Source: an optimization exercise on an open RTL-to-GDS flow (aim: small area, a short achievable clock period and few clock cycles per item). Production flows keep margins and buffers that such runs may drop.
Function was checked by simulation only, so behaviour that the tests miss may differ from the original.
Power and IR drop assume default switching activity.

==> flow/design.v <==
`timescale 1ns / 1ps
module decision_tree_pipelined #(
    parameter MAX_NODES  = 64,
    parameter MAX_DEPTH  = 6,
    parameter ADDR_WIDTH = $clog2(MAX_NODES)
)(
    input  logic         clk,
    input  logic         rst,
    input  logic  [7:0]  market_input,
    input  logic         start,
    output logic  [1:0]  action,
    output logic         action_valid,
    input  logic                  sw_we,
    input  logic [ADDR_WIDTH-1:0] sw_addr,
    input  logic                  sw_data_is_leaf,
    input  logic [7:0]            sw_data_threshold,
    input  logic                  sw_data_less_than,
    input  logic [ADDR_WIDTH-1:0] sw_data_left_idx,
    input  logic [ADDR_WIDTH-1:0] sw_data_right_idx,
    input  logic [1:0]            sw_data_action
);
localparam AW = ADDR_WIDTH;               
localparam W  = 8 + 2*AW;                 
localparam TH = W - 1;                    
localparam FA = 2*AW - 1;                 
localparam FB = AW - 1;                   
function automatic logic lt8(input logic [7:0] x, input logic [7:0] t);
    logic [7:0] l, e;
    logic       r, p;
    l = ~x & t;
    e = ~(x ^ t);
    r = 1'b0;
    for (int i = 0; i < 8; i++) begin
        p = l[i];
        for (int j = i + 1; j < 8; j++)
            p = p & e[j];
        r = r | p;
    end
    lt8 = r;
endfunction
logic [W-1:0] mem [0:MAX_NODES-1];
logic          w_never;
logic [7:0]    w_t;
logic [AW-1:0] w_a, w_b;
logic [W-1:0]  w_d;
always_comb begin
    w_never = sw_data_less_than ? (sw_data_threshold == 8'h00)
                                : (sw_data_threshold == 8'hff);
    if (sw_data_is_leaf) begin
        w_t = 8'h00;
        w_a = sw_data_left_idx;
        w_b = {sw_data_right_idx[AW-1:2], sw_data_action};
    end else if (w_never) begin
        w_t = 8'hff;
        w_a = sw_data_right_idx;
        w_b = sw_data_right_idx;
    end else if (sw_data_less_than) begin
        w_t = sw_data_threshold;
        w_a = sw_data_left_idx;
        w_b = sw_data_right_idx;
    end else begin
        w_t = sw_data_threshold + 8'd1;
        w_a = sw_data_right_idx;
        w_b = sw_data_left_idx;
    end
    w_d = {w_t, w_a, w_b};
end
logic          wr_v;
logic          wr_is0;          
logic [7:0]    wr_hi, wr_lo;
logic [W-1:0]  wr_d;
always_ff @(posedge clk) begin
    wr_v    <= sw_we;
    wr_is0  <= (sw_addr == '0);
    wr_hi   <= sw_we ? (8'd1 << sw_addr[5:3]) : 8'd0;
    wr_lo   <= 8'd1 << sw_addr[2:0];
    wr_d    <= w_d;
end
genvar i;
generate
    for (i = 0; i < MAX_NODES; i++) begin : word
        always_ff @(posedge clk) begin
            if (wr_hi[i/8] && wr_lo[i%8])
                mem[i] <= wr_d;
        end
    end
endgenerate
logic [15:0] a3, a4, a5;                  
logic [W-1:0] rd3, rd4;
logic [2:0]   rd5;                        
logic [W-1:0] g3, g4;
logic [2:0]   g5;
always_comb begin
    rd3 = '0; rd4 = '0; rd5 = '0;
    for (int h = 0; h < 8; h++) begin
        g3 = '0; g4 = '0; g5 = '0;
        for (int l = 0; l < 8; l++) begin
            g3 = g3 | (mem[8*h+l] & {W{a3[l]}});
            g4 = g4 | (mem[8*h+l] & {W{a4[l]}});
            g5 = g5 | ({mem[8*h+l][TH -: 8] == 8'd0, mem[8*h+l][1:0]} & {3{a5[l]}});
        end
        rd3 = rd3 | (g3 & {W{a3[8+h]}});
        rd4 = rd4 | (g4 & {W{a4[8+h]}});
        rd5 = rd5 | (g5 & {3{a5[8+h]}});
    end
end
logic q1, q2, q3, q4;
always_ff @(posedge clk) begin
    q1 <= wr_v;
    q2 <= q1 & !wr_v;
    q3 <= q2 & !wr_v;
    q4 <= q3 & !wr_v;
end
logic [7:0]   c1a_t;                      
logic [1:0]   c1a_act;                    
logic [W-1:0] c1b;                        
logic [W-1:0] c2aa, c2ab, c2ba, c2bb;     
always_ff @(posedge clk) begin
    if (q1) begin c1a_t <= rd3[TH -: 8]; c1a_act <= rd3[1:0]; c1b <= rd4; end
    if (q3) begin c2aa <= rd3; c2ab <= rd4; end
    if (q4) begin c2ba <= rd3; c2bb <= rd4; end
end
logic       v_in;
logic [7:0] x_in;
always_ff @(posedge clk or posedge rst) begin
    if (rst) v_in <= 1'b0;
    else     v_in <= start;
end
always_ff @(posedge clk) x_in <= market_input;
logic       v_w;
logic [7:0] x_w;
always_ff @(posedge clk or posedge rst) begin
    if (rst) v_w <= 1'b0;
    else     v_w <= v_in;
end
always_ff @(posedge clk) x_w <= x_in;
logic       e1_c0, e1_c1, e1_r;
logic [1:0] e1_act;
logic [W-1:0] n0;
logic [7:0]   d1_t;
logic [1:0]   d1_act;
always_comb begin
    n0 = mem[0];
    e1_c0 = lt8(x_w, n0[TH -: 8]);
    d1_t   = e1_c0 ? c1a_t   : c1b[TH -: 8];
    d1_act = e1_c0 ? c1a_act : c1b[1:0];
    e1_c1 = e1_c0 ? lt8(x_w, c1a_t) : lt8(x_w, c1b[TH -: 8]);
    if ((n0[TH -: 8] == 8'd0)) begin
        e1_r = 1'b1; e1_act = n0[1:0];
    end else begin
        e1_r = (d1_t == 8'd0); e1_act = d1_act;
    end
end
logic       s1_v [0:2];
logic       s1_r [0:2];
logic [1:0] s1_act [0:2];
logic [7:0] s1_x [0:2];
logic [1:0] s1_k [0:2];
always_ff @(posedge clk or posedge rst) begin
    if (rst) begin
        s1_v[0] <= 1'b0; s1_v[1] <= 1'b0; s1_v[2] <= 1'b0;
    end else begin
        s1_v[0] <= v_w; s1_v[1] <= s1_v[0]; s1_v[2] <= s1_v[1];
    end
end
always_ff @(posedge clk) begin
    s1_r[0] <= e1_r; s1_act[0] <= e1_act; s1_x[0] <= x_w; s1_k[0] <= {e1_c0, e1_c1};
    for (int k = 1; k < 3; k++) begin
        s1_r[k] <= s1_r[k-1]; s1_act[k] <= s1_act[k-1];
        s1_x[k] <= s1_x[k-1]; s1_k[k] <= s1_k[k-1];
    end
end
logic [3:0]    e2_cmp;         
always_comb begin
    e2_cmp[3] = lt8(s1_x[2], c2aa[TH -: 8]);
    e2_cmp[2] = lt8(s1_x[2], c2ab[TH -: 8]);
    e2_cmp[1] = lt8(s1_x[2], c2ba[TH -: 8]);
    e2_cmp[0] = lt8(s1_x[2], c2bb[TH -: 8]);
end
logic       t2_v, t2_r;
logic [3:0] t2_cmp;
logic [1:0] t2_act, t2_k;
logic [7:0] t2_x;
always_ff @(posedge clk or posedge rst) begin
    if (rst) t2_v <= 1'b0;
    else     t2_v <= s1_v[2];
end
always_ff @(posedge clk) begin
    t2_r <= s1_r[2]; t2_act <= s1_act[2]; t2_x <= s1_x[2]; t2_k <= s1_k[2];
    t2_cmp <= e2_cmp;
end
logic          e2_r;
logic [1:0]    e2_act;
logic [AW-1:0] e2_n;
logic [W-1:0]  d2;             
always_comb begin
    case (t2_k)
        2'b11:   d2 = c2aa;
        2'b10:   d2 = c2ab;
        2'b01:   d2 = c2ba;
        default: d2 = c2bb;
    endcase
    e2_n   = t2_cmp[t2_k] ? d2[FA -: AW] : d2[FB -: AW];
    e2_r   = t2_r | (d2[TH -: 8] == 8'd0);
    e2_act = t2_r ? t2_act : d2[1:0];
end
logic       s3_v, s3_r;
logic [1:0] s3_act;
logic [7:0] s3_x;
logic       r3_v, r3_r;
logic [1:0] r3_act;
logic [7:0] r3_x;
logic [W-1:0] r3_d;
logic       s4_v, s4_r;
logic [1:0] s4_act;
logic [7:0] s4_x;
logic       r4_v, r4_r;
logic [1:0] r4_act;
logic [7:0] r4_x;
logic [W-1:0] r4_d;
logic       s5_v, s5_r;
logic [1:0] s5_act;
always_ff @(posedge clk or posedge rst) begin
    if (rst) begin
        s3_v <= 1'b0; r3_v <= 1'b0; s4_v <= 1'b0; r4_v <= 1'b0; s5_v <= 1'b0;
    end else begin
        s3_v <= t2_v; r3_v <= s3_v; s4_v <= r3_v; r4_v <= s4_v; s5_v <= r4_v;
    end
end
always_ff @(posedge clk) begin
    s3_r <= e2_r; s3_act <= e2_act; s3_x <= t2_x;
    r3_r <= s3_r; r3_act <= s3_act; r3_x <= s3_x; r3_d <= rd3;
    s4_r <= r3_r | (r3_d[TH -: 8] == 8'd0);
    s4_act <= r3_r ? r3_act : r3_d[1:0];
    s4_x <= r3_x;
    r4_r <= s4_r; r4_act <= s4_act; r4_x <= s4_x; r4_d <= rd4;
    s5_r <= r4_r | (r4_d[TH -: 8] == 8'd0);
    s5_act <= r4_r ? r4_act : r4_d[1:0];
end
logic [AW-1:0] n3_nx, n4_nx, n5_nx;
always_comb begin
    if (wr_v) begin
        n3_nx = wr_is0 ? wr_d[FA -: AW] : mem[0][FA -: AW];
        n4_nx = wr_is0 ? wr_d[FB -: AW] : mem[0][FB -: AW];
    end else if (q2) begin
        n3_nx = r3_d[FA -: AW];
        n4_nx = r3_d[FB -: AW];
    end else if (q3) begin
        n3_nx = c1b[FA -: AW];
        n4_nx = c1b[FB -: AW];
    end else begin
        n3_nx = e2_n;
        n4_nx = lt8(r3_x, r3_d[TH -: 8]) ? r3_d[FA -: AW] : r3_d[FB -: AW];
    end
    n5_nx = lt8(r4_x, r4_d[TH -: 8]) ? r4_d[FA -: AW] : r4_d[FB -: AW];
end
always_ff @(posedge clk) begin
    a3 <= {8'd1 << n3_nx[5:3], 8'd1 << n3_nx[2:0]};
    a4 <= {8'd1 << n4_nx[5:3], 8'd1 << n4_nx[2:0]};
    a5 <= {8'd1 << n5_nx[5:3], 8'd1 << n5_nx[2:0]};
end
logic       o_v;
logic [1:0] o_act;
always_ff @(posedge clk or posedge rst) begin
    if (rst) begin
        o_v          <= 1'b0;
        o_act        <= '0;
        action       <= '0;
        action_valid <= 1'b0;
    end else begin
        o_v          <= s5_v & (s5_r | rd5[2]);
        o_act        <= s5_r ? s5_act : rd5[1:0];
        action       <= o_act;
        action_valid <= o_v;
    end
end
endmodule
==> flow/run.sh <==
#!/bin/bash
# synth_recipe.tcl (not shown) runs the flow's synth.tcl, then flattens the netlist and writes it again
# the make line also repeats each setting of config.mk as NAME=value (left out here)
make -C /OpenROAD-flow-scripts/flow DESIGN_CONFIG=/design/flow/config.mk WORK_HOME=/design/flow/orfs CLKGATE_MAP_FILE= SYNTH_SCRIPT=/design/flow/synth_recipe.tcl finish
==> flow/config.mk <==
export PLATFORM = sky130hd
export DESIGN_NAME = decision_tree_pipelined
export DESIGN_NICKNAME = decision_tree_pipelined
export VERILOG_FILES = /design/flow/design.v
export SDC_FILE = /design/flow/constraint.sdc
export NUM_CORES = 4
export LEC_CHECK = 0
export CAP_MARGIN = 20
export CORE_MARGIN = 2
export CORE_UTILIZATION = 30
export CTS_CLUSTER_DIAMETER = 300
export CTS_CLUSTER_SIZE = 20
export SETUP_SLACK_MARGIN = 3.6
export SLEW_MARGIN = 20
==> flow/constraint.sdc <==
create_clock -name core_clock -period 6.0 [get_ports {clk}]
set_input_delay 1.2000 -clock core_clock [delete_from_list [all_inputs] [get_ports {clk}]]
set_output_delay 1.2000 -clock core_clock [all_outputs]
set_load 0.01 [all_outputs]
==> summary.md, run 1 <==
| Metric | Value |
|---|---|
| Status | `no timing/DRC/antenna violations` |
| Count of pins over their slew limit | `0` |
| H-tree depth | `3` |
| Layout cells sized above 1 | `13.8%` |
| CTS sink count | `~1700` |
| Reg2reg start | `a4[2]$_SDFF_PP0_` |
| Commonest cells post-synth | `1518 x a22oi_1, 1390 x edfxtp_1, 458 x nand4_1, 339 x clkbuf_1, 249 x dfxtp_1` |
| Yosys top cell area share | `61.6%` |
| Hold Fails Final Rpt | `0` |
| Total negative slack | `0 ns` |
| Clk latency of the worst-skew pair | `0.80 ns` |
| Cts bufs inserted | `92` |
| Full die area | `approximately 230000 um2` |
| Die width | `479 um` |
| Worst R2R Path Depth | `7` |
| CP Capture Type | `register` |
| Capturing point of the worst reg2reg path | `c2bb[4]$_DFFE_PP_` |
| Routed wire per std cell | `36.6 um` |
| Synthesized net count | `4841` |
| Hold Crit Endpoint | `s1_act[2][0]$_DFF_P_` |
| Global-route wire length before repair | `386 mm` |
| Post-synthesis cell area | `67800 um2` |
| Max reg flops | `1280` |
| Yosys cell types | `61` |
| IO Port Bufs | `44` |
| Layout fillers | `21406` |
| Max FO, Critical Path | `58` |
| CTS tree | `yes` |
| Synth Warn # | `7` |
| Initial antenna violation count | `14` |
| Seq. cell area | `47300 um2` |
| Max-Cap Viols | `0` |
| Initial core utilization | `around 30%` |
| Synthesized instance count | `~4700` |
| Core area | `roughly 220000 um2` |
| DRC | `0` |
| Max VDD drop | `0.000246 V` |
| Leak Pwr | `0.0231 uW` |
| CTS root buffer | `clkbuf_16` |
| CP required | `around 6.5 ns` |
| Vias in the first global route | `48321` |
| Syn Area/Cell | `14.3 um2` |
| Final setup violation count | `0` |
| Footprint of the multi-input gates | `19900 um2` |
| Unrepaired setup endpoints after global routing | `true` |
| Clock Skews | `between 0.04 and 0.05 ns` |
| EDFF count, synth | `roughly 1400` |
| Worst Min Path Start | `s1_act[1][0]$_DFF_P_` |
| Worst Path Arrival | `3.03 ns` |
| Power Density | `397 nW/um2` |
| Top FF cell, synth | `edfxtp_1` |
| CTS Buffer Depth | `3` |
| Logic pwr share | `33.2%` |
| Die Ht | `between 400 and 500 um` |
| Rows | `around 170` |
| Worst slew margin | `roughly 15%` |
| Final wirelength | `288 mm` |
| Largest net degree at the start of global routing | `between 90 and 100` |
| Worst Setup Start Kind | `register` |
| Ports | `45` |
| Layout area overhead | `14.6%` |
| Seq pwr share | `44.9%` |
| R2r setup slk | `3.48 ns` |
| Largest area contributor in the netlist | `edfxtp_1` |
| Hold slack | `around 0.32 ns` |
| Global route total overflow | `0` |
| Worst-margin pin slew | `1.27 ns` |
| Detailed Route Iter0 Violations | `between 10000 and 15000` |
| Sw Share | `between 30% and 40%` |
| Max Freq | `397 MHz` |
| Switching power | `11300 uW` |
| Period utilisation layout | `42.0%` |
| Reg with most FFs | `mem` |
| Final HPWL DP | `around 170 mm` |
| Ranking of synthesized cells by area | `edfxtp_1 62%, a22oi_1 17%, dfxtp_1 7.4%` |
| Worst slack at placement | `2.43 ns` |
| Via density | `6.62` |
| WHS Path Cells | `0` |
| Final Critical Period | `2.52 ns` |
| Yosys reg bits | `~1700` |
| Routability congestion estimate | `1.00` |
| Critical path class | `reg -> reg` |
| Via Count | `52138` |
| Async S/R FF share, synth | `approximately 1%` |
| Cell-internal power | `19500 uW` |
| Clk pwr share | `~22%` |
| Sequential-to-total area share from yosys stat | `a little over two thirds` |
| DRT Pass-1 Iters | `10` |
| Clock slew at reported path FFs | `~0.090 ns` |
| Most frequent cell after synthesis | `a22oi_1` |
| Largest registers | `mem: 1280 flops, s1_x: 24 flops` |
| Hold Path Class | `reg -> reg` |
| DRT antenna net count | `0` |
| Net count, final | `slightly below 5000` |
| Final WS setup | `3.48 ns` |
| GRT Total Usage | `23.5%` |
==> repair_timing <==
action | in CTS | in global routing
hold buffers | 0 | 0
gates cloned | 4 | 10
gates resized for setup | 160 | 106
endpoints found under the setup margin | 214 | 166
setup buffers | 86 | 63
pin swaps | 81 | 61
==> logic make-up (layout without fill, tap and decap cells) <==
group / Yosys count / in the layout / synth area share [%]
compound gates: 1645 / 1645 / 18.1
xor+xnor: 7 / 7 / 0.0904
fa+ha+maj: 65 / 65 / 1.20
buf+inv: 388 / 530 / 2.20
flops: 1656 / 1656 / 69.5
mux: 69 / 69 / 1.34
other cells: 0 / 10 / 0
simple gates: 904 / 904 / 7.52
==> power groups by stage <==
stage	registers, uW	clock network, uW	logic (uW)
floorplan	13900	0	4150
detailed placement	14300	0	7840
finish	13900	6740	10200
global route	13900	7180	10200
global placement	14300	0	7750
CTS	13900	6790	8870
==> critical path: stages (launching register included) <==
cell     delay [ns]
dfxtp_4        0.40
buf_6          0.15
buf_12         0.17
a22oi_1        0.28
nand4_1        0.19
a22oi_2        0.50
nand4_1        0.17
buf_4          0.22
==> area by class of cell <==
type | count | share of cell area (%)
flip-flops and latches | 1656 | 60.8
multi-input cells | 2690 | 25.6
repair buffers | 347 | 5.21
well taps | 2992 | 4.82
clock buffers | 146 | 3.28
inverters | 33 | 0.159
clock inverters | 4 | 0.114
diodes | 10 | 0.0322
==> placed cells by master (no fill, tap or decap), types with 30 or more instances in the layout <==
cell type and n:
a22oi_1 1432, edfxtp_1 1390, nand4_1 458, dfxtp_1 192
buf_4 185, nor2_1 172, clkbuf_16 104, a22oi_2 86
nor4_1 80, ha_1 62, clkbuf_1 52, nand2_1 49
buf_12 48, and2_2 40, dfxtp_2 40, clkdlybuf4s50_1 36
buf_6 34, inv_1 31, a21oi_1 30
==> metrics by stage <==
step                total power (uW)  utilization, %  instance area (um2)  cells
floorplan                      18000               -                67800   4734
global placement               22000            32.1                72100   7555
detailed placement             22100            32.1                72100   7555
CTS                            29600            34.0                76300   7795
global route                   31300            34.6                77700   7868
finish                         30900            34.6                77700   7878
==> worst max path at each step <==
stage | startpoint | endpoint | slack (ns) | cells past startpoint
6_report | a4[2]$_SDFF_PP0_ | c2bb[4]$_DFFE_PP_ | 3.48 | 7
4_1_cts | action[0]$_DFF_PP0_ | action[0] | 3.49 | 1
5_1_grt | r3_x[5]$_DFF_P_ | a4[1]$_SDFF_PP0_ | 3.47 | 9
2_1_floorplan | sw_data_threshold[0] | wr_d[2]$_DFF_P_ | 3.15 | 8
3_3_place_gp | sw_data_less_than | wr_d[5]$_DFF_P_ | 2.41 | 8
3_5_place_dp | sw_data_less_than | wr_d[2]$_DFF_P_ | 2.43 | 8
==> layer usage <==
metal  wire (um)  track usage (%)  vias to the layer above
li1            -                -                    20049
met4       21000             13.7                        6
met5          35                0                        -
met3       47300             8.94                     1138
met2      119000             33.7                     5419
met1      101000             30.0                    25526
Testbench counts, summed over its fixed seeds: cycles 21,440, items 20,480.
==> inputs of run 2 (changes only) <==
--- a/flow/config.mk
+++ b/flow/config.mk
@@ -9,6 +9,7 @@
 export CORE_MARGIN = 2
 export CORE_UTILIZATION = 30
 export CTS_CLUSTER_DIAMETER = 300
-export CTS_CLUSTER_SIZE = 20
+export CTS_CLUSTER_SIZE = 25
+export PLACE_DENSITY = 0.75
 export SETUP_SLACK_MARGIN = 3.6
 export SLEW_MARGIN = 20
==> summary.md, run 2 <==
| Metric | Value |
|---|---|
| Hold Fails Final Rpt | `0 (unchanged)` |
| Layout cells sized above 1 | `12.7% (-1.1 points)` |
| CP Capture Type | `register` |
| Die Ht | `479 um (unchanged)` |
| Total negative slack | `0 ns (unchanged)` |
| Vias in the first global route | `49751 (+3.0%)` |
| Max reg flops | `1280 (unchanged)` |
| Largest net degree at the start of global routing | `107 (+13%)` |
| Commonest non-fill, non-tap cell in the layout | `a22oi_1` |
| Layout fillers | `21176 (-1.1%)` |
| Net count, final | `4880 (-0.95%)` |
| Critical path class | `reg -> reg` |
| Count of pins over their slew limit | `0 (unchanged)` |
| Final HPWL DP | `153 mm (-8.0%)` |
| Max-Cap Viols | `0 (unchanged)` |
| Syn Area/Cell | `14.3 um2 (unchanged)` |
| Via density | `6.88 (+3.9%)` |
| CTS tree | `yes` |
| Final WS setup | `3.17 ns (-0.308 ns)` |
| Async S/R FF share, synth | `1.03% (unchanged)` |
| Reg with most FFs | `mem` |
| Core area | `225000 um2 (unchanged)` |
| Post-layout instance area | `76800 um2 (-1.2%)` |
| Routability congestion estimate | `1.07 (+7.0%)` |
| Total Power | `30300 uW (-1.7%)` |
| Max Freq | `354 MHz (-11%)` |
| Yosys top cell area share | `61.6% (unchanged)` |
| Hold Path Class | `reg -> reg` |
| Clock Skews | `0.0803 ns (+0.0333 ns)` |
| Layout area overhead | `13.2%` |
| Largest registers | `mem: 1280 flops, s1_x: 24 flops` |
| Routed wire per std cell | `35.6 um (-2.8%)` |
| Worst-margin pin slew | `1.28 ns (+0.00537 ns)` |
| Initial antenna violation count | `11 (-3)` |
| Worst Setup Start Kind | `register` |
| CP required | `6.49 ns (-0.02 ns)` |
| Rows | `174 (unchanged)` |
| Ports | `45 (unchanged)` |
| Period utilisation layout | `47.1% (+5.1 points)` |
| Sequential-to-total area share from yosys stat | `69.5% (unchanged)` |
| DRC | `0 (unchanged)` |
| Via Count | `53732 (+3.1%)` |
| Final Critical Period | `2.83 ns (+0.308 ns)` |
| Yosys cell types | `61 (unchanged)` |
| Leak Pwr | `0.0227 uW (-1.9%)` |
| DRT Pass-1 Iters | `17 (+7)` |
| Commonest cells post-synth | `1518 x a22oi_1, 1390 x edfxtp_1, 458 x nand4_1, 339 x clkbuf_1, 249 x dfxtp_1` |
| CTS sink count | `1656 (unchanged)` |
| Global route total overflow | `0 (unchanged)` |
| Most frequent cell after synthesis | `a22oi_1` |
| IO Port Bufs | `44 (unchanged)` |
| Power Density | `395 nW/um2 (-0.53%)` |
| H-tree depth | `3 (unchanged)` |
| CTS root buffer | `clkbuf_16` |
| Detailed Route Iter0 Violations | `12790 (+12%)` |
| Initial core utilization | `30.2% (unchanged)` |
| Worst slew margin | `14.4% (-0.36 points)` |
| Cts bufs inserted | `76 (-17%)` |
| Synthesized net count | `4841 (unchanged)` |
| GRT Total Usage | `22.1% (-1.4 points)` |
| Final setup violation count | `0 (unchanged)` |
| Full die area | `230000 um2 (unchanged)` |
| Final wirelength | `278 mm (-3.6%)` |
| DRT antenna net count | `0 (unchanged)` |
| EDFF count, synth | `1390 (unchanged)` |
| Final core occ | `34.2% (-0.41 points)` |
| Ranking of synthesized cells by area | `edfxtp_1 62%, a22oi_1 17%, dfxtp_1 7.4%` |
| CTS Buffer Depth | `3 (unchanged)` |
| Post-synthesis cell area | `67800 um2 (unchanged)` |
| Die width | `479 um (unchanged)` |
| Max FO, Critical Path | `26 (-55%)` |
| Top FF cell, synth | `edfxtp_1` |
| Max VDD drop | `0.000235 V (-4.5%)` |
| Worst Path Arrival | `3.31 ns (+0.28 ns)` |
| Synth Warn # | `7 (unchanged)` |
| Unrepaired setup endpoints after global routing | `true` |
| Largest area contributor in the netlist | `edfxtp_1` |
| Yosys reg bits | `1656 (unchanged)` |
| Clock slew at reported path FFs | `0.11 ns (+0.02 ns)` |
| Most frequent cells in the layout | `1435 x a22oi_1, 1390 x edfxtp_1, 458 x nand4_1` |
| Hold buffer count at cts | `0 (unchanged)` |
| Status | `no timing/DRC/antenna violations` |
| Clk latency of the worst-skew pair | `0.80 ns (about the same)` |
| Global-route wire length before repair | `370 mm (-4.2%)` |
| Synthesized instance count | `4734 (unchanged)` |
| Worst slack at placement | `2.41 ns (-0.0200 ns)` |
| Post-DP Area | `72000 um2 (-0.14%)` |
## run 2: worst max-delay path, cell delays in order (launching register included)
cell	delay, ns
dfxtp_4	0.53
buf_6	0.31
a22oi_1	0.23
nand4_1	0.23
a22oi_1	0.71
nand4_1	0.19
buf_4	0.25
## run 2: repair_timing
action / 4_1_cts / 5_1_grt
hold endpoints to repair: 0 / 0
setup buffers: 55 / 72
resized for setup: 103 / 137
setup endpoints to repair: 215 / 182
cloned: 3 / 6
pin swaps: 50 / 62
## run 2: cell type report
cell class              instances  area (um2)  area share, %
multi-input cells            2690       19900           25.9
inverters                      33         124          0.161
well taps                    2992        3740           4.88
repair buffers                316        3540           4.62
diodes                          4        10.0         0.0130
clock buffers                 116        2090           2.73
clock inverters                 6         115          0.150
flip-flops and latches       1656       47300           61.5
## run 2: per-layer routing
layer	vias to the layer above	GRT usage, %	share of wire, %	wire (um)
li1	19940	-	-	-
met1	25559	27.2	32	87500
met2	6469	31.0	39	109000
met3	1744	10.8	20	55100
met4	20	13.1	9.1	25400
met5	-	1.22	0.22	621
## run 2: cells by family (layout without fill, tap and decap cells)
family	after synthesis	in the layout	synth area share, %
other	0	4	0
XOR/XNOR	7	7	0.0904
buffers and inverters	388	471	2.20
AND/OR/NAND/NOR	904	904	7.52
AO/OA/AOI/OAI	1645	1645	18.1
multiplexers	69	69	1.34
flip-flops	1656	1656	69.5
adder cells (fa/ha/maj)	65	65	1.20
## run 2: final timing paths
kind,startpoint,to,slack [ns],depth (start not counted)
worst max-delay path,a4[1]$_SDFF_PP0_,c2bb[17]$_DFFE_PP_,3.17,6
worst min-delay path,s3_act[0]$_DFF_P_,r3_act[0]$_DFF_P_,0.30,0
worst max register to register,a4[1]$_SDFF_PP0_,c2bb[17]$_DFFE_PP_,3.17,6
worst min register to register,s3_act[0]$_DFF_P_,r3_act[0]$_DFF_P_,0.30,0
max in group asynchronous,rst,s4_v$_DFF_PP0_,4.76,2
min in group asynchronous,rst,v_in$_DFF_PP0_,0.82,2
## run 2: power breakdown
group          internal [uW]  switching (uW)
sequential             13300             639
clock                   2470            3680
combinational           3090            7120
total                  18900           11400
## run 2: stage by stage
step / hold WS (ns) / std cells
2_1_floorplan: 0.310 / 4734
3_3_place_gp: 0.310 / 7551
3_5_place_dp: 0.312 / 7551
4_1_cts: 0.334 / 7731
5_1_grt: 0.332 / 7809
6_report: 0.299 / 7813
==> inputs of run 3 (changes only) <==
--- a/flow/design.v
+++ b/flow/design.v
@@ -104,21 +104,25 @@
         rd5 = rd5 | (g5 & {3{a5[8+h]}});
     end
 end
-logic q1, q2, q3, q4;
+logic q1, q2, q3, q4, q5;
 always_ff @(posedge clk) begin
     q1 <= wr_v;
     q2 <= q1 & !wr_v;
     q3 <= q2 & !wr_v;
     q4 <= q3 & !wr_v;
-end
-logic [7:0]   c1a_t;                      
-logic [1:0]   c1a_act;                    
-logic [W-1:0] c1b;                        
+    q5 <= q4 & !wr_v;
+end
+logic [W-1:0] r3_d, r4_d;                 
+logic [7:0]   c1a_t, c1b_t;               
+logic [1:0]   c1a_act, c1b_act;           
 logic [W-1:0] c2aa, c2ab, c2ba, c2bb;     
 always_ff @(posedge clk) begin
-    if (q1) begin c1a_t <= rd3[TH -: 8]; c1a_act <= rd3[1:0]; c1b <= rd4; end
-    if (q3) begin c2aa <= rd3; c2ab <= rd4; end
-    if (q4) begin c2ba <= rd3; c2bb <= rd4; end
+    if (q2) begin
+        c1a_t <= r3_d[TH -: 8]; c1a_act <= r3_d[1:0];
+        c1b_t <= r4_d[TH -: 8]; c1b_act <= r4_d[1:0];
+    end
+    if (q4) begin c2aa <= r3_d; c2ba <= r4_d; end
+    if (q5) begin c2ab <= r3_d; c2bb <= r4_d; end
 end
 logic       v_in;
 logic [7:0] x_in;
@@ -127,13 +131,18 @@
     else     v_in <= start;
 end
 always_ff @(posedge clk) x_in <= market_input;
-logic       v_w;
-logic [7:0] x_w;
-always_ff @(posedge clk or posedge rst) begin
-    if (rst) v_w <= 1'b0;
-    else     v_w <= v_in;
-end
-always_ff @(posedge clk) x_w <= x_in;
+logic       v_w0, v_w;
+logic [7:0] x_w0, x_w;
+always_ff @(posedge clk or posedge rst) begin
+    if (rst) begin
+        v_w0 <= 1'b0; v_w <= 1'b0;
+    end else begin
+        v_w0 <= v_in; v_w <= v_w0;
+    end
+end
+always_ff @(posedge clk) begin
+    x_w0 <= x_in; x_w <= x_w0;
+end
 logic       e1_c0, e1_c1, e1_r;
 logic [1:0] e1_act;
 logic [W-1:0] n0;
@@ -142,9 +151,9 @@
 always_comb begin
     n0 = mem[0];
     e1_c0 = lt8(x_w, n0[TH -: 8]);
-    d1_t   = e1_c0 ? c1a_t   : c1b[TH -: 8];
-    d1_act = e1_c0 ? c1a_act : c1b[1:0];
-    e1_c1 = e1_c0 ? lt8(x_w, c1a_t) : lt8(x_w, c1b[TH -: 8]);
+    d1_t   = e1_c0 ? c1a_t   : c1b_t;
+    d1_act = e1_c0 ? c1a_act : c1b_act;
+    e1_c1 = e1_c0 ? lt8(x_w, c1a_t) : lt8(x_w, c1b_t);
     if ((n0[TH -: 8] == 8'd0)) begin
         e1_r = 1'b1; e1_act = n0[1:0];
     end else begin
@@ -210,14 +219,12 @@
 logic       r3_v, r3_r;
 logic [1:0] r3_act;
 logic [7:0] r3_x;
-logic [W-1:0] r3_d;
 logic       s4_v, s4_r;
 logic [1:0] s4_act;
 logic [7:0] s4_x;
 logic       r4_v, r4_r;
 logic [1:0] r4_act;
 logic [7:0] r4_x;
-logic [W-1:0] r4_d;
 logic       s5_v, s5_r;
 logic [1:0] s5_act;
 always_ff @(posedge clk or posedge rst) begin
@@ -239,15 +246,15 @@
 end
 logic [AW-1:0] n3_nx, n4_nx, n5_nx;
 always_comb begin
-    if (wr_v) begin
-        n3_nx = wr_is0 ? wr_d[FA -: AW] : mem[0][FA -: AW];
-        n4_nx = wr_is0 ? wr_d[FB -: AW] : mem[0][FB -: AW];
+    if (wr_v || q1) begin
+        n3_nx = (wr_v && wr_is0) ? wr_d[FA -: AW] : mem[0][FA -: AW];
+        n4_nx = (wr_v && wr_is0) ? wr_d[FB -: AW] : mem[0][FB -: AW];
     end else if (q2) begin
         n3_nx = r3_d[FA -: AW];
-        n4_nx = r3_d[FB -: AW];
+        n4_nx = r4_d[FA -: AW];
     end else if (q3) begin
-        n3_nx = c1b[FA -: AW];
-        n4_nx = c1b[FB -: AW];
+        n3_nx = r3_d[FB -: AW];
+        n4_nx = r4_d[FB -: AW];
     end else begin
         n3_nx = e2_n;
         n4_nx = lt8(r3_x, r3_d[TH -: 8]) ? r3_d[FA -: AW] : r3_d[FB -: AW];
--- a/flow/config.mk
+++ b/flow/config.mk
@@ -11,5 +11,5 @@
 export CTS_CLUSTER_DIAMETER = 300
 export CTS_CLUSTER_SIZE = 25
 export PLACE_DENSITY = 0.75
-export SETUP_SLACK_MARGIN = 3.6
+export SETUP_SLACK_MARGIN = 3.5
 export SLEW_MARGIN = 20
==> summary.md, run 3 <==
| Metric | Value |
|---|---|
| Status | `no timing/DRC/antenna violations` |
| DRT Pass-1 Iters | `17 (unchanged)` |
| Layout cells sized above 1 | `8.39% (-4.3 points)` |
| Clock slew at reported path FFs | `0.10 ns (about the same)` |
| Max-Cap Viols | `0 (unchanged)` |
| IO Port Bufs | `44 (unchanged)` |
| Clock Skews | `0.0469 ns (-0.0334 ns)` |
| Commonest cells post-synth | `1512 x a22oi_1, 1380 x edfxtp_1, 459 x nand4_1, 339 x clkbuf_1, 258 x dfxtp_1` |
| Total Power | `24600 uW (-19%)` |
| Max FO, Critical Path | `68 (+160%)` |
| Final Critical Period | `2.72 ns (-0.110 ns)` |
| Rows | `174 (unchanged)` |
| Leak Pwr | `0.0218 uW (-3.7%)` |
| Routed wire per std cell | `34.5 um (-3.0%)` |
| Final HPWL DP | `148 mm (-3.7%)` |
| Worst Setup Start Kind | `register` |
| Die Ht | `479 um (about the same)` |
| Layout area overhead | `10.7%` |
| Seq. cell area | `47200 um2 (-0.17%)` |
| Largest area contributor in the netlist | `edfxtp_1` |
| Core area | `224000 um2 (about the same)` |
| Critical path class | `reg -> reg` |
| Full die area | `229000 um2 (-0.19%)` |
| Syn Area/Cell | `14.3 um2 (-0.17%)` |
| Max Freq | `368 MHz (+4.1%)` |
| DRT antenna net count | `0 (unchanged)` |
| Die width | `479 um (about the same)` |
| Final setup violation count | `0 (unchanged)` |
| Max VDD drop | `0.000277 V (+18%)` |
| Largest registers | `mem: 1280 flops, s1_x: 24 flops` |
| Count of pins over their slew limit | `0 (unchanged)` |
| Most frequent cell after synthesis | `a22oi_1` |
| Sequential-to-total area share from yosys stat | `69.5% (about the same)` |
| CTS tree | `yes` |
| Unrepaired setup endpoints after global routing | `true` |
| EDFF count, synth | `1380 (-0.72%)` |
| Logic pwr share | `18.5% (-15 points)` |
| CTS root buffer | `clkbuf_16` |
| Synth Warn # | `7 (unchanged)` |
| CTS sink count | `1656 (unchanged)` |
| CP required | `6.61 ns (+0.12 ns)` |
| Vias in the first global route | `48279 (-3.0%)` |
| GRT Total Usage | `21.5% (-0.60 points)` |
| Layout fillers | `21188 (+0.057%)` |
| Final core occ | `33.4% (-0.80 points)` |
| Worst Path Arrival | `3.33 ns (+0.02 ns)` |
| Detailed Route Iter0 Violations | `12292 (-3.9%)` |
| Sw Share | `31.7% (-6.1 points)` |
| Most frequent cells in the layout | `1489 x a22oi_1, 1380 x edfxtp_1, 459 x nand4_1` |
| Period utilisation layout | `45.3% (-1.8 points)` |
| Cell-internal power | `16800 uW (-11%)` |
| Largest net degree at the start of global routing | `139 (+30%)` |
| Yosys cell types | `55 (-9.8%)` |
| Reg with most FFs | `mem` |
| Global-route wire length before repair | `359 mm (-2.9%)` |
| Ranking of synthesized cells by area | `edfxtp_1 61%, a22oi_1 17%, dfxtp_1 7.6%` |
| Final WS setup | `3.28 ns (+0.110 ns)` |
| Commonest non-fill, non-tap cell in the layout | `a22oi_1` |
| CTS Buffer Depth | `3 (unchanged)` |
| Cts bufs inserted | `76 (unchanged)` |
| Total negative slack | `0 ns (unchanged)` |
| Power Density | `328 nW/um2 (-17%)` |
| Ports | `45 (unchanged)` |
| Final wirelength | `266 mm (-4.2%)` |
| Worst slew margin | `13.7% (-0.68 points)` |
| Worst-margin pin slew | `1.28 ns (+0.00229 ns)` |
| Yosys top cell area share | `61.2% (-0.33 points)` |
| Post-synthesis cell area | `67700 um2 (-0.19%)` |
| Yosys reg bits | `1656 (unchanged)` |
| Worst slack at placement | `2.57 ns (+0.159 ns)` |
| Clk pwr share | `25.2% (+4.9 points)` |
| Initial antenna violation count | `13 (+2)` |
| Initial core utilization | `30.1% (about the same)` |
| Max reg flops | `1280 (unchanged)` |
| Synthesized net count | `4840 (-0.021%)` |
| Global route total overflow | `0 (unchanged)` |
| Switching power | `7780 uW (-32%)` |
| Hold Fails Final Rpt | `0 (unchanged)` |
| CP Capture Type | `register` |
| Seq pwr share | `56.3% (+10 points)` |
| Routability congestion estimate | `1.02 (-5.1%)` |
| DRC | `0 (unchanged)` |
| Clk latency of the worst-skew pair | `0.78 ns (-0.02 ns)` |
| Net count, final | `4751 (-2.6%)` |
| Synthesized instance count | `4733 (-0.021%)` |
| Via Count | `51878 (-3.5%)` |
| H-tree depth | `3 (unchanged)` |
| Async S/R FF share, synth | `1.09% (+0.060 points)` |
| Footprint of the multi-input gates | `19500 um2 (-2.2%)` |
| Via density | `6.72 (-2.2%)` |
| Hold Path Class | `reg -> reg` |
| Top FF cell, synth | `edfxtp_1` |
## run 3: cell count changes in the layout (fill, tap and decap cells not counted), sizes merged, moves of 6 or more
cell / before / now
buf: 266 / 134
clkbuf: 125 / 143
nor2: 177 / 190
diode: 4 / 15
edfxtp: 1390 / 1380
dfxtp: 249 / 258
mux2i: 28 / 36
a22oi: 1518 / 1512
nand2b: 15 / 9
o31a: 0 / 6
## run 3: metrics by stage
stage	instance area (um2)	instances	hold slack, ns
2_1_floorplan	67800	4733	0.310
3_3_place_gp	71700	7527	0.310
3_5_place_dp	71700	7527	0.312
4_1_cts	74200	7678	0.323
5_1_grt	74900	7701	0.335
6_report	74900	7715	0.326
## run 3: repair_timing
| action | 4_1_cts | 5_1_grt |
|---|---|---|
| hold endpoints to repair | 0 | 0 |
| pin swaps | 4 | 15 |
| buffers inserted | 8 | 13 |
| hold buffers | 0 | 0 |
| cloned | 1 | 9 |
| resized for setup | 34 | 50 |
| endpoints found under the setup margin | 82 | 61 |
## run 3: cell type report
cell class / instances / share of cell area [%]
Clock inverter: 8 / 0.214
Timing Repair Buffer: 185 / 2.80
Clock buffer: 134 / 2.83
Antenna cell: 15 / 0.0501
Multi-Input combinational cell: 2692 / 26.0
Tap cell: 2992 / 5.00
Sequential cell: 1656 / 63.0
Inverter: 33 / 0.165
## run 3: logic make-up after synthesis
| family | Yosys count | synth area share (%) |
|---|---|---|
| DFF | 1656 | 69.5 |
| AOI/OAI and AO/OA | 1638 | 18.0 |
| and+or+nand+nor | 902 | 7.48 |
| buffers and inverters | 385 | 2.16 |
| muxes | 80 | 1.49 |
| adders and majority gates | 65 | 1.20 |
| xor gates and xnor gates | 7 | 0.0906 |
## run 3: layer usage
layer	track usage (%)	wire [um]
met1	27.0	86900
met2	30.9	108000
met3	9.11	49600
met4	12.1	21600
met5	0.0621	379
## run 3: worst max-delay path: stages (launching register included)
cell	delay [ns]
dfxtp_4	0.56
buf_16	0.29
a22oi_1	0.35
nand4_1	0.31
a22oi_1	0.60
nand4_1	0.23
## run 3: power groups by stage
| stage | registers, uW | logic, uW | clock network, uW |
|---|---|---|---|
| 2_1_floorplan | 13500 | 2240 | 0 |
| 3_3_place_gp | 14000 | 3810 | 0 |
| 3_5_place_dp | 14000 | 3890 | 0 |
| 4_1_cts | 13700 | 3980 | 6140 |
| 5_1_grt | 13800 | 4520 | 6540 |
| 6_report | 13800 | 4550 | 6190 |
## run 3: path summary, 6_finish.rpt
kind                                     from            endpoint  slack (ns)  depth (start not counted)
min                        s1_k[1][0]$_DFF_P_  s1_k[2][0]$_DFF_P_        0.33                          0
max                          a3[1]$_SDFF_PP0_     r3_d[4]$_DFF_P_        3.28                          5
min in group asynchronous                 rst      v_in$_DFF_PP0_        0.90                          2
max reg2reg                  a3[1]$_SDFF_PP0_     r3_d[4]$_DFF_P_        3.28                          5
max in group asynchronous                 rst       o_v$_DFF_PP0_        4.60                          2
min reg2reg                s1_k[1][0]$_DFF_P_  s1_k[2][0]$_DFF_P_        0.33                          0
Testbench counts of run 3, summed over its fixed seeds: cycles 21,520, items 20,480.
==> inputs of run 4 (changes only) <==
--- a/flow/config.mk
+++ b/flow/config.mk
@@ -9,7 +9,6 @@
 export CORE_MARGIN = 2
 export CORE_UTILIZATION = 30
 export CTS_CLUSTER_DIAMETER = 300
-export CTS_CLUSTER_SIZE = 25
-export PLACE_DENSITY = 0.75
-export SETUP_SLACK_MARGIN = 3.5
+export CTS_CLUSTER_SIZE = 20
+export SETUP_SLACK_MARGIN = 3.6
 export SLEW_MARGIN = 20
==> summary.md, run 4 <==
| Metric | Value |
|---|---|
| Initial core utilization | `30.1% (unchanged)` |
| Synth Warn # | `7 (unchanged)` |
| GRT Total Usage | `23.4% (+1.9 points)` |
| EDFF count, synth | `1380 (unchanged)` |
| Count of pins over their slew limit | `0 (unchanged)` |
| Unrepaired setup endpoints after global routing | `true` |
| Synthesized net count | `4840 (unchanged)` |
| Worst Path Arrival | `3.20 ns (-0.13 ns)` |
| CTS Buffer Depth | `3 (unchanged)` |
| Top FF cell, synth | `edfxtp_1` |
| Yosys cell types | `55 (unchanged)` |
| Max-Cap Viols | `0 (unchanged)` |
| Final HPWL DP | `159 mm (+7.4%)` |
| Hold Path Class | `reg -> reg` |
| Routed wire per std cell | `36.8 um (+6.8%)` |
| Worst Setup Start Kind | `register` |
| Most frequent CP cell | `nand4_1` |
| Layout Cells excl Fill | `7728 (+0.17%)` |
| Global route total overflow | `0 (unchanged)` |
| Max FO, Critical Path | `35 (-49%)` |
| Ranking of synthesized cells by area | `edfxtp_1 61%, a22oi_1 17%, dfxtp_1 7.6%` |
| Final wirelength | `285 mm (+6.9%)` |
| Clock Skews | `0.0650 ns (+0.0181 ns)` |
| Largest net degree at the start of global routing | `111 (-20%)` |
| Total negative slack | `0 ns (unchanged)` |
| CTS root buffer | `clkbuf_16` |
| Worst-margin pin slew | `1.21 ns (-0.0747 ns)` |
| Synthesized instance count | `4733 (unchanged)` |
| Most frequent cell after synthesis | `a22oi_1` |
| Net count, final | `4762 (+0.23%)` |
| CP Capture Type | `register` |
| Yosys reg bits | `1656 (unchanged)` |
| Status | `no timing/DRC/antenna violations` |
| Final Critical Period | `2.70 ns (-0.0201 ns)` |
| Reg2reg start | `a4[3]$_SDFF_PP0_` |
| Sequential-to-total area share from yosys stat | `69.5% (unchanged)` |
| Die Ht | `479 um (unchanged)` |
| CP required | `6.51 ns (-0.10 ns)` |
| Via Count | `51547 (-0.64%)` |
| Hold Fails Final Rpt | `0 (unchanged)` |
| Final setup violation count | `0 (unchanged)` |
| Worst R2R Path Depth | `5 (unchanged)` |
| Syn Area/Cell | `14.3 um2 (unchanged)` |
| WHS Path Cells | `0 (unchanged)` |
| Rows | `174 (unchanged)` |
| H-tree depth | `3 (unchanged)` |
| CTS sink count | `1656 (unchanged)` |
| Largest registers | `mem: 1280 flops, s1_x: 24 flops` |
| Core area | `224000 um2 (unchanged)` |
| Max reg flops | `1280 (unchanged)` |
| Yosys top cell area share | `61.2% (unchanged)` |
| Layout cells sized above 1 | `10.0% (+1.6 points)` |
| Max Freq | `371 MHz (+0.75%)` |
| Critical path, cell by cell | `buf_8 -> a22oi_1 -> nand4_1 -> a22oi_2 -> nand4_1` |
| Async S/R FF share, synth | `1.09% (unchanged)` |
| Full die area | `229000 um2 (unchanged)` |
| CTS tree | `yes` |
| Ports | `45 (unchanged)` |
| Layout area overhead | `11.7%` |
| Via density | `6.67 (-0.81%)` |
| Power Density | `338 nW/um2 (+3.1%)` |
| Capturing point of the worst reg2reg path | `r4_d[17]$_DFF_P_` |
| Max VDD drop | `0.000254 V (-8.3%)` |
| R2r setup slk | `3.30 ns (+0.02 ns)` |
| Cts bufs inserted | `92 (+21%)` |
| Reg with most FFs | `mem` |
| Clock slew at reported path FFs | `0.09 ns (about the same)` |
| Worst Min Path Start | `s1_x[0][4]$_DFF_P_` |
| Critical path class | `reg -> reg` |
| Commonest non-fill, non-tap cell in the layout | `a22oi_1` |
| IO Port Bufs | `44 (unchanged)` |
| Most frequent cells in the layout | `1490 x a22oi_1, 1380 x edfxtp_1, 459 x nand4_1` |
| Hold Crit Endpoint | `s1_x[1][4]$_DFF_P_` |
| Inst Count DP | `7506 (-0.28%)` |
| Initial antenna violation count | `10 (-3)` |
| Global-route wire length before repair | `384 mm (+6.9%)` |
| Die width | `479 um (unchanged)` |
| Worst slew margin | `19.6% (+5.9 points)` |
| Largest area contributor in the netlist | `edfxtp_1` |
| Leak Pwr | `0.0220 uW (+1.0%)` |
| DRT antenna net count | `0 (unchanged)` |
| Worst path slowest cell | `a22oi_2` |
| Clk latency of the worst-skew pair | `0.80 ns (+0.02 ns)` |
| DRC | `0 (unchanged)` |
| Slowest stage delay, CP | `0.57 ns (-0.03 ns)` |
| DRT Pass-1 Iters | `12 (-5)` |
| Period utilisation layout | `44.9% (-0.33 points)` |
| Routability congestion estimate | `0.976 (-4.0%)` |
| Vias in the first global route | `48520 (+0.50%)` |
| Commonest cells post-synth | `1512 x a22oi_1, 1380 x edfxtp_1, 459 x nand4_1, 339 x clkbuf_1, 258 x dfxtp_1` |
| Detailed Route Iter0 Violations | `11087 (-9.8%)` |
| Hold buffer count at cts | `0 (unchanged)` |
| Post-synthesis cell area | `67700 um2 (unchanged)` |
-- run 4: cell type report --
class,instances,area [um2]
fill,21343,149000
sequential,1656,47200
multi-input combinational,2693,19700
tap,2992,3740
clock buffer,160,2580
timing repair buffer,179,2100
clock inverter,7,183
inverter,33,124
antenna,8,20.0
-- run 4: kinds of logic (layout without fill, tap and decap cells) --
family | Yosys count | after routing | synth area share [%]
flip-flops | 1656 | 1656 | 69.5
AO/OA/AOI/OAI | 1638 | 1639 | 18.0
AND/OR/NAND/NOR | 902 | 902 | 7.48
buffers and inverters | 385 | 379 | 2.16
multiplexers | 80 | 80 | 1.49
adder cells (fa/ha/maj) | 65 | 65 | 1.20
XOR/XNOR | 7 | 7 | 0.0906
other | 0 | 8 | 0
-- run 4: timing repair --
item / CTS / global route
setup buffers: 12 / 29
gates resized for setup: 64 / 73
endpoints found under the setup margin: 102 / 64
pin swaps: 7 / 36
gates cloned: 3 / 2
-- run 4: worst max-delay path, delay by kind of cell (launching register included) --
family	cells	cell delay, ns
buffers and inverters	1	0.30
flip-flops	1	0.51
AND/OR/NAND/NOR	2	0.81
AO/OA/AOI/OAI	2	0.78
-- run 4: metrics by stage --
stage / utilization, % / cell area [um2] / hold slack, ns / worst slack [ns] / power (uW)
2_1_floorplan: - / 67800 / 0.310 / 3.26 / 15700
3_3_place_gp: 31.9 / 71700 / 0.310 / 2.59 / 18100
3_5_place_dp: 31.9 / 71700 / 0.312 / 2.55 / 18100
4_1_cts: 33.4 / 74900 / 0.319 / 3.49 / 24900
5_1_grt: 33.7 / 75600 / 0.325 / 3.49 / 25900
6_report: 33.7 / 75600 / 0.320 / 3.30 / 25600
-- run 4: worst max path at each step --
stage | from | end | slack [ns] | cells after the start
2_1_floorplan | sw_data_threshold[0] | wr_d[2]$_DFF_P_ | 3.26 | 8
3_3_place_gp | sw_data_threshold[0] | wr_d[2]$_DFF_P_ | 2.59 | 9
3_5_place_dp | sw_data_threshold[0] | wr_d[2]$_DFF_P_ | 2.55 | 9
4_1_cts | action[0]$_DFF_PP0_ | action[0] | 3.49 | 1
5_1_grt | action[1]$_DFF_PP0_ | action[1] | 3.49 | 1
6_report | a4[3]$_SDFF_PP0_ | r4_d[17]$_DFF_P_ | 3.30 | 5
-- run 4: where the power goes --
group	leakage, uW	switching (uW)	internal, uW
Combinational	0.00653	3320	1460
Clock	0.00130	3880	3010
Sequential	0.0142	923	13000
Total	0.0220	8120	17500
-- run 4: layer usage --
| layer | global-route usage [%] | wire length, um | vias up |
|---|---|---|---|
| met2 | 33.6 | 117000 | 5478 |
| met3 | 9.08 | 47800 | 1157 |
| met5 | 0.0207 | 133 | - |
| li1 | - | - | 19713 |
| met1 | 29.9 | 98600 | 25187 |
| met4 | 13.4 | 21000 | 12 |
==> inputs of run 5 (changes only) <==
--- a/flow/config.mk
+++ b/flow/config.mk
@@ -10,5 +10,5 @@
 export CORE_UTILIZATION = 30
 export CTS_CLUSTER_DIAMETER = 300
 export CTS_CLUSTER_SIZE = 20
-export SETUP_SLACK_MARGIN = 3.6
+export SETUP_SLACK_MARGIN = 3.75
 export SLEW_MARGIN = 20
==> summary.md, run 5 <==
| Metric | Value |
|---|---|
| Status | `no timing/DRC/antenna violations` |
| Commonest non-fill, non-tap cell in the layout | `a22oi_1` |
| Max FO, Critical Path | `6 (-83%)` |
| Worst slew margin | `24.6% (+5.0 points)` |
| Largest net degree at the start of global routing | `73 (-34%)` |
| Top delay family on crit path | `compound AO/OA/AOI/OAI gates` |
| Layout fillers | `21162 (-0.85%)` |
| Leak Pwr | `0.0231 uW (+4.9%)` |
| Layout cells sized above 1 | `14.3% (+4.3 points)` |
| Period utilisation layout | `41.8% (-3.1 points)` |
| Async S/R FF share, synth | `1.09% (unchanged)` |
| Layout area overhead | `15.2%` |
| Count of pins over their slew limit | `0 (unchanged)` |
| Post-synthesis cell area | `67700 um2 (unchanged)` |
| Final WS setup | `3.49 ns (+0.188 ns)` |
| Syn Area/Cell | `14.3 um2 (unchanged)` |
| Met1 usage | `30.8% (+0.94 points)` |
| DRC | `0 (unchanged)` |
| Worst path slowest cell | `dfxtp_1` |
| Reg with most FFs | `mem` |
| CTS root buffer | `clkbuf_16` |
| Hold Fails Final Rpt | `0 (unchanged)` |
| CTS Buffer Depth | `3 (unchanged)` |
| Final wirelength | `296 mm (+3.8%)` |
| DRT antenna net count | `0 (unchanged)` |
| Power Density | `337 nW/um2 (-0.36%)` |
| H-tree depth | `3 (unchanged)` |
| Global-route wire length before repair | `396 mm (+3.0%)` |
| IO Port Bufs | `44 (unchanged)` |
| Unrepaired setup endpoints after global routing | `true` |
| Yosys cell types | `55 (unchanged)` |
| Via density | `6.71 (+0.62%)` |
| Max VDD drop | `0.000243 V (-4.0%)` |
| Largest registers | `mem: 1280 flops, s1_x: 24 flops` |
| Largest area contributor in the netlist | `edfxtp_1` |
| CTS tree | `yes` |
| Initial antenna violation count | `12 (+2)` |
| Core area | `224000 um2 (unchanged)` |
| Worst slack at placement | `2.57 ns (+0.0169 ns)` |
| Final HPWL DP | `163 mm (+2.8%)` |
| Worst Path Arrival | `3.22 ns (+0.02 ns)` |
| Initial core utilization | `30.1% (unchanged)` |
| Cts bufs inserted | `92 (unchanged)` |
| Via Count | `52697 (+2.2%)` |
| Total negative slack | `0 ns (unchanged)` |
| Most frequent cells in the layout | `1436 x a22oi_1, 1380 x edfxtp_1, 459 x nand4_1` |
| Final setup violation count | `0 (unchanged)` |
| Routability congestion estimate | `1.01 (+3.9%)` |
| Clk latency of the worst-skew pair | `0.81 ns (about the same)` |
| Max-Cap Viols | `0 (unchanged)` |
| Slowest stage delay, CP | `0.43 ns (-0.14 ns)` |
| Clock slew at reported path FFs | `0.09 ns (about the same)` |
| Synth Warn # | `7 (unchanged)` |
| EDFF count, synth | `1380 (unchanged)` |
| Ranking of synthesized cells by area | `edfxtp_1 61%, a22oi_1 17%, dfxtp_1 7.6%` |
| Rows | `174 (unchanged)` |
| DRT Pass-1 Iters | `11 (-1)` |
| Worst Setup Start Kind | `register` |
| Worst-margin pin slew | `1.13 ns (-0.0750 ns)` |
| Critical path, cell by cell | `inv_1 -> ha_1 -> a2111o_1 -> a31oi_4 -> a21o_4 -> buf_6 -> a211oi_2 -> o31a_1 -> buf_4 -> nor3b_2` |
| Total Power | `26300 uW (+2.7%)` |
| Most frequent cell after synthesis | `a22oi_1` |
| CP Capture Type | `register` |
| Global route total overflow | `0 (unchanged)` |
| CP required | `6.71 ns (+0.20 ns)` |
| Sequential-to-total area share from yosys stat | `69.5% (unchanged)` |
| Routed wire per std cell | `37.6 um (+2.2%)` |
| Hold buffer count at cts | `0 (unchanged)` |
| Synthesized instance count | `4733 (unchanged)` |
| Busiest grt layer | `met2` |
| Top FF cell, synth | `edfxtp_1` |
| Net count, final | `4895 (+2.8%)` |
| Met2 GRT Util | `34.9% (+1.3 points)` |
| Max reg flops | `1280 (unchanged)` |
| GRT Total Usage | `24.2% (+0.83 points)` |
| Yosys top cell area share | `61.2% (unchanged)` |
| Yosys reg bits | `1656 (unchanged)` |
| Synthesized net count | `4840 (unchanged)` |
| Die width | `479 um (unchanged)` |
| Worst Path Buf+Inv | `3 (+2)` |
| Hold Path Class | `reg -> reg` |
| Final Critical Period | `2.51 ns (-0.188 ns)` |
| Full die area | `229000 um2 (unchanged)` |
| CTS sink count | `1656 (unchanged)` |
| Ports | `45 (unchanged)` |
| Vias in the first global route | `48747 (+0.47%)` |
| Die Ht | `479 um (unchanged)` |
| Max Freq | `399 MHz (+7.5%)` |
| Critical path class | `reg -> reg` |
| Detailed Route Iter0 Violations | `11611 (+4.7%)` |
| Commonest cells post-synth | `1512 x a22oi_1, 1380 x edfxtp_1, 459 x nand4_1, 339 x clkbuf_1, 258 x dfxtp_1` |
| Clock Skews | `0.0587 ns (-0.00633 ns)` |
| Met3 Use GR | `9.23% (+0.15 points)` |
-- run 5: cell count changes in the layout (fill, tap and decap cells not counted), sizes merged, moves of 2 or more --
cell           before  now
clkdlybuf4s50      38   35
dlygate4sd2         3    1
dlymetal6s2s        0    2
clkdlybuf4s15       0    2
diode               8    3
clkinv              6    3
clkbuf            161  166
bufbuf              3   11
buf               134  253
-- run 5: path summary, 6_finish.rpt --
check | start | to | slack, ns | cells after the start
worst max-delay path | r3_x[6]$_DFF_P_ | a4[4]$_SDFF_PN0_ | 3.49 | 10
max in group asynchronous | rst | o_act[0]$_DFF_PP0_ | 4.49 | 2
worst max register to register | r3_x[6]$_DFF_P_ | a4[4]$_SDFF_PN0_ | 3.49 | 10
worst min-delay path | t2_x[7]$_DFF_P_ | s3_x[7]$_DFF_P_ | 0.31 | 0
worst min register to register | t2_x[7]$_DFF_P_ | s3_x[7]$_DFF_P_ | 0.31 | 0
min in group asynchronous | rst | v_in$_DFF_PP0_ | 0.92 | 2
-- run 5: final cells by class --
cell class / instances / area, um2 / share of cell area [%]
Antenna cell: 3 / 7.51 / 0.00963
Clock buffer: 158 / 2610 / 3.35
Clock inverter: 5 / 126 / 0.162
Inverter: 33 / 124 / 0.159
Multi-Input combinational cell: 2693 / 20200 / 26.0
Sequential cell: 1656 / 47200 / 60.5
Tap cell: 2992 / 3740 / 4.80
Timing Repair Buffer: 312 / 3900 / 5.01
-- run 5: what timing repair did --
action,4_1_cts,5_1_grt
setup buffers,68,71
pin swaps,43,87
gates cloned,12,6
setup endpoints to repair,106,96
gates resized for setup,152,175
endpoints found under the hold margin,0,0
-- run 5: per-stage QoR --
| step | cell area [um2] | instances | util (%) | hold slack (ns) |
|---|---|---|---|---|
| finish | 78000 | 7852 | 34.7 | 0.305 |
| global route | 78000 | 7850 | 34.7 | 0.316 |
| CTS | 76400 | 7772 | 34.0 | 0.300 |
| detailed placement | 71800 | 7529 | 32.0 | 0.312 |
| global placement | 71800 | 7529 | 32.0 | 0.310 |
| floorplan | 67800 | 4733 | - | 0.310 |
-- run 5: logic make-up (layout without fill, tap and decap cells) --
group | count (synthesis) | after routing | synth area share [%]
other | 0 | 3 | 0
DFF | 1656 | 1656 | 69.5
buffers and inverters | 385 | 508 | 2.16
xor gates and xnor gates | 7 | 7 | 0.0906
adders and majority gates | 65 | 65 | 1.20
AOI/OAI and AO/OA | 1638 | 1639 | 18.0
muxes | 80 | 80 | 1.49
and+or+nand+nor | 902 | 902 | 7.48
-- run 5: layer usage --
metal | part of all wire (%) | vias up
met1 | 34 | 25866
met3 | 16 | 1319
li1 | - | 19988
met4 | 8.0 | 14
met2 | 41 | 5510
met5 | 0.14 | -
-- run 5: report_power, final --
group / switching (uW) / internal (uW)
Clock: 3860 / 3040
Combinational: 3740 / 1850
Sequential: 807 / 13000
==> inputs of run 6 (changes only) <==
--- a/flow/config.mk
+++ b/flow/config.mk
@@ -7,8 +7,8 @@
 export LEC_CHECK = 0
 export CAP_MARGIN = 20
 export CORE_MARGIN = 2
-export CORE_UTILIZATION = 30
+export CORE_UTILIZATION = 25
 export CTS_CLUSTER_DIAMETER = 300
 export CTS_CLUSTER_SIZE = 20
-export SETUP_SLACK_MARGIN = 3.75
+export SETUP_SLACK_MARGIN = 3.7
 export SLEW_MARGIN = 20
==> summary.md, run 6 <==
| Metric | Value |
|---|---|
| CTS Buffer Depth | `3 (unchanged)` |
| Hold Crit Endpoint | `t2_k[1]$_DFF_P_` |
| Critical path class | `reg -> reg` |
| Yosys reg bits | `1656 (unchanged)` |
| Global-route wire length before repair | `385 mm (-2.6%)` |
| Net count, final | `4886 (-0.18%)` |
| Inst Count DP | `8126 (+7.9%)` |
| Power Density | `332 nW/um2 (-1.6%)` |
| Max Freq | `404 MHz (+1.3%)` |
| DRC | `0 (unchanged)` |
| Worst slew margin | `28.8% (+4.3 points)` |
| H-tree depth | `3 (unchanged)` |
| Post-synthesis cell area | `67700 um2 (unchanged)` |
| Largest area contributor in the netlist | `edfxtp_1` |
| Worst slack at placement | `2.20 ns (-0.373 ns)` |
| Yosys cell types | `55 (unchanged)` |
| Initial core utilization | `25.1% (-5.1 points)` |
| Final HPWL DP | `164 mm (+0.58%)` |
| Layout fillers | `26874 (+27%)` |
| Most frequent cells in the layout | `1446 x a22oi_1, 1380 x edfxtp_1, 459 x nand4_1` |
| Max FO, Critical Path | `6 (unchanged)` |
| Reg with most FFs | `mem` |
| CP required | `6.50 ns (-0.21 ns)` |
| Largest net degree at the start of global routing | `105 (+44%)` |
| GRT Total Usage | `19.6% (-4.6 points)` |
| Largest registers | `mem: 1280 flops, s1_x: 24 flops` |
| Initial antenna violation count | `15 (+3)` |
| IO Port Bufs | `44 (unchanged)` |
| Final setup violation count | `0 (unchanged)` |
| Status | `no timing/DRC/antenna violations` |
| Worst R2R Path Depth | `8 (-2)` |
| Async S/R FF share, synth | `1.09% (unchanged)` |
| Worst Path Arrival | `2.98 ns (-0.24 ns)` |
| Cts bufs inserted | `92 (unchanged)` |
| Unrepaired setup endpoints after global routing | `true` |
| Synthesized net count | `4840 (unchanged)` |
| Synthesized instance count | `4733 (unchanged)` |
| DRT Pass-1 Iters | `13 (+2)` |
| Commonest non-fill, non-tap cell in the layout | `a22oi_1` |
| Clk latency of the worst-skew pair | `0.80 ns (about the same)` |
| Core area | `270000 um2 (+20%)` |
| Detailed Route Iter0 Violations | `11381 (-2.0%)` |
| DRT antenna net count | `0 (unchanged)` |
| Die Ht | `524 um (+9.5%)` |
| Ranking of synthesized cells by area | `edfxtp_1 61%, a22oi_1 17%, dfxtp_1 7.6%` |
| Top FF cell, synth | `edfxtp_1` |
| Routability congestion estimate | `0.987 (-2.7%)` |
| Sequential-to-total area share from yosys stat | `69.5% (unchanged)` |
| Commonest cells post-synth | `1512 x a22oi_1, 1380 x edfxtp_1, 459 x nand4_1, 339 x clkbuf_1, 258 x dfxtp_1` |
| Max-Cap Viols | `0 (unchanged)` |
| Global route total overflow | `0 (unchanged)` |
| CTS tree | `yes` |
| Worst-margin pin slew | `1.07 ns (-0.0640 ns)` |
| Layout area overhead | `15.1% (about the same)` |
| CTS root buffer | `clkbuf_16` |
| Via Count | `52192 (-0.96%)` |
| Ports | `45 (unchanged)` |
| Hold Path Class | `reg -> reg` |
| Layout Cells excl Fill | `8430 (+7.4%)` |
| Hold Fails Final Rpt | `0 (unchanged)` |
| Capturing point of the worst reg2reg path | `r4_d[18]$_DFF_P_` |
| Final wirelength | `288 mm (-2.7%)` |
| Via density | `6.19 (-7.7%)` |
| Count of pins over their slew limit | `0 (unchanged)` |
| EDFF count, synth | `1380 (unchanged)` |
| Clock slew at reported path FFs | `0.09 ns (about the same)` |
| Vias in the first global route | `48934 (+0.38%)` |
| Synth Warn # | `7 (unchanged)` |
| Leak Pwr | `0.0228 uW (-1.2%)` |
| Reg2reg start | `a4[5]$_SDFF_PN0_` |
| Rows | `191 (+9.8%)` |
| Full die area | `275000 um2 (+20%)` |
| WHS Path Cells | `0 (unchanged)` |
| Layout cells sized above 1 | `13.2% (-1.1 points)` |
| Total negative slack | `0 ns (unchanged)` |
| Syn Area/Cell | `14.3 um2 (unchanged)` |
| CTS sink count | `1656 (unchanged)` |
| R2r setup slk | `3.53 ns (+0.03 ns)` |
| Hold slack | `0.324 ns (+0.0185 ns)` |
| Worst Min Path Start | `s1_k[2][1]$_DFF_P_` |
| Die width | `524 um (+9.5%)` |
| Final Critical Period | `2.47 ns (-0.0334 ns)` |
| Max reg flops | `1280 (unchanged)` |
| Yosys top cell area share | `61.2% (unchanged)` |
| Final WS setup | `3.53 ns (+0.0334 ns)` |
| CP Capture Type | `register` |
| Most frequent cell after synthesis | `a22oi_1` |
| Worst Setup Start Kind | `register` |
| Max VDD drop | `0.000219 V (-9.9%)` |
| Routed wire per std cell | `34.1 um (-9.3%)` |
| Clock Skews | `0.0800 ns (+0.0214 ns)` |
| Period utilisation layout | `41.2% (-0.56 points)` |
[run 6: cell counts after synthesis]
No cell type changed its count.
[run 6: layer usage]
layer / GRT usage (%) / wire length (um) / vias to the layer above
met2: 28.5 / 117000 / 5391
met4: 11.2 / 23500 / 16
met5: 0 / 164 / -
li1: - / - / 19960
met1: 24.7 / 98800 / 25528
met3: 7.63 / 47800 / 1297
[run 6: how the worst max path moves through the flow]
stage | startpoint | to | slack, ns | cells past startpoint
global placement | sw_data_less_than | wr_d[5]$_DFF_P_ | 2.22 | 8
CTS | action_valid$_DFF_PP0_ | action_valid | 3.49 | 1
floorplan | sw_data_threshold[0] | wr_d[2]$_DFF_P_ | 3.26 | 8
finish | a4[5]$_SDFF_PN0_ | r4_d[18]$_DFF_P_ | 3.53 | 8
detailed placement | sw_data_less_than | wr_d[2]$_DFF_P_ | 2.20 | 8
global route | action[1]$_DFF_PP0_ | action[1] | 3.48 | 1
[run 6: power breakdown]
group	switching, uW	internal, uW	leakage, uW	total, uW
clock	3850	3000	0.00129	6850
sequential	799	13000	0.0142	13800
combinational	3590	1630	0.00733	5210
total	8240	17600	0.0228	25800
[run 6: area by class of cell]
cell class	instances	area, um2	share of cell area (%)
Antenna cell	12	30.0	0.0386
Clock buffer	156	2560	3.29
Clock inverter	7	165	0.212
Inverter	33	124	0.159
Multi-Input combinational cell	2693	19900	25.6
Sequential cell	1656	47200	60.6
Tap cell	3570	4470	5.74
Timing Repair Buffer	303	3420	4.39
[run 6: per-stage QoR]
step	area (um2)	power [uW]	util, %
final	77900	25800	28.8
after global routing	77900	26300	28.8
after CTS	76200	25000	28.2
after detailed placement	72600	18100	26.9
after global placement	72600	18100	26.9
after floorplan	67800	15700	-
[run 6: repair_timing]
action,CTS,global route
hold buffers,0,0
pin swaps,30,91
resized for setup,119,151
gates cloned,1,10
buffers inserted,35,83
setup endpoints to repair,112,82
[run 6: cell families after synthesis]
family | synth area share, %
AOI/OAI and AO/OA | 18.0
xor gates and xnor gates | 0.0906
adders and majority gates | 1.20
buffers and inverters | 2.16
DFF | 69.5
muxes | 1.49
and+or+nand+nor | 7.48
[run 6: critical path, cell delays in order (launching register included)]
cell     delay (ns)
dfxtp_4        0.43
buf_6          0.14
buf_12         0.13
buf_16         0.15
buf_12         0.14
a22oi_2        0.11
nand4_1        0.43
a22oi_2        0.34
nand4_1        0.30

## re-timing with driven ports
How much do the figures lean on ideal ports? The routed layouts below were timed once more, with nothing changed but the port constraints. Step 1 assumes that a clkbuf_16 drives the clock port and a buf_2 every other input. Step 2 also shifts input and output timing later by t, the mid clock arrival at the registers, as if the neighbouring blocks saw the same clock. a / b / c = ideal / step 1 / step 2; a / b = the first two.
run | t (ns) | setup slack, ns | worst register clock-pin slew, ns
run 1 | 0.866 | 3.483 / 3.448 / 2.858 | 0.10 / 0.10
run 2 | 0.842 | 3.174 / 3.174 / 2.824 | 0.11 / 0.11
run 3 | 0.847 | 3.284 / 3.284 / 2.921 | 0.11 / 0.11
run 4 | 0.855 | 3.304 / 3.304 / 2.891 | 0.10 / 0.10
run 5 | 0.866 | 3.492 / 3.436 / 3.005 | 0.10 / 0.10
run 6 | 0.858 | 3.526 / 3.443 / 2.954 | 0.10 / 0.10
After both steps setup and hold are still met in every run listed. The setup slack of run 1, which loses most, moves by -0.035 ns with the drivers and by -0.625 ns with both steps.
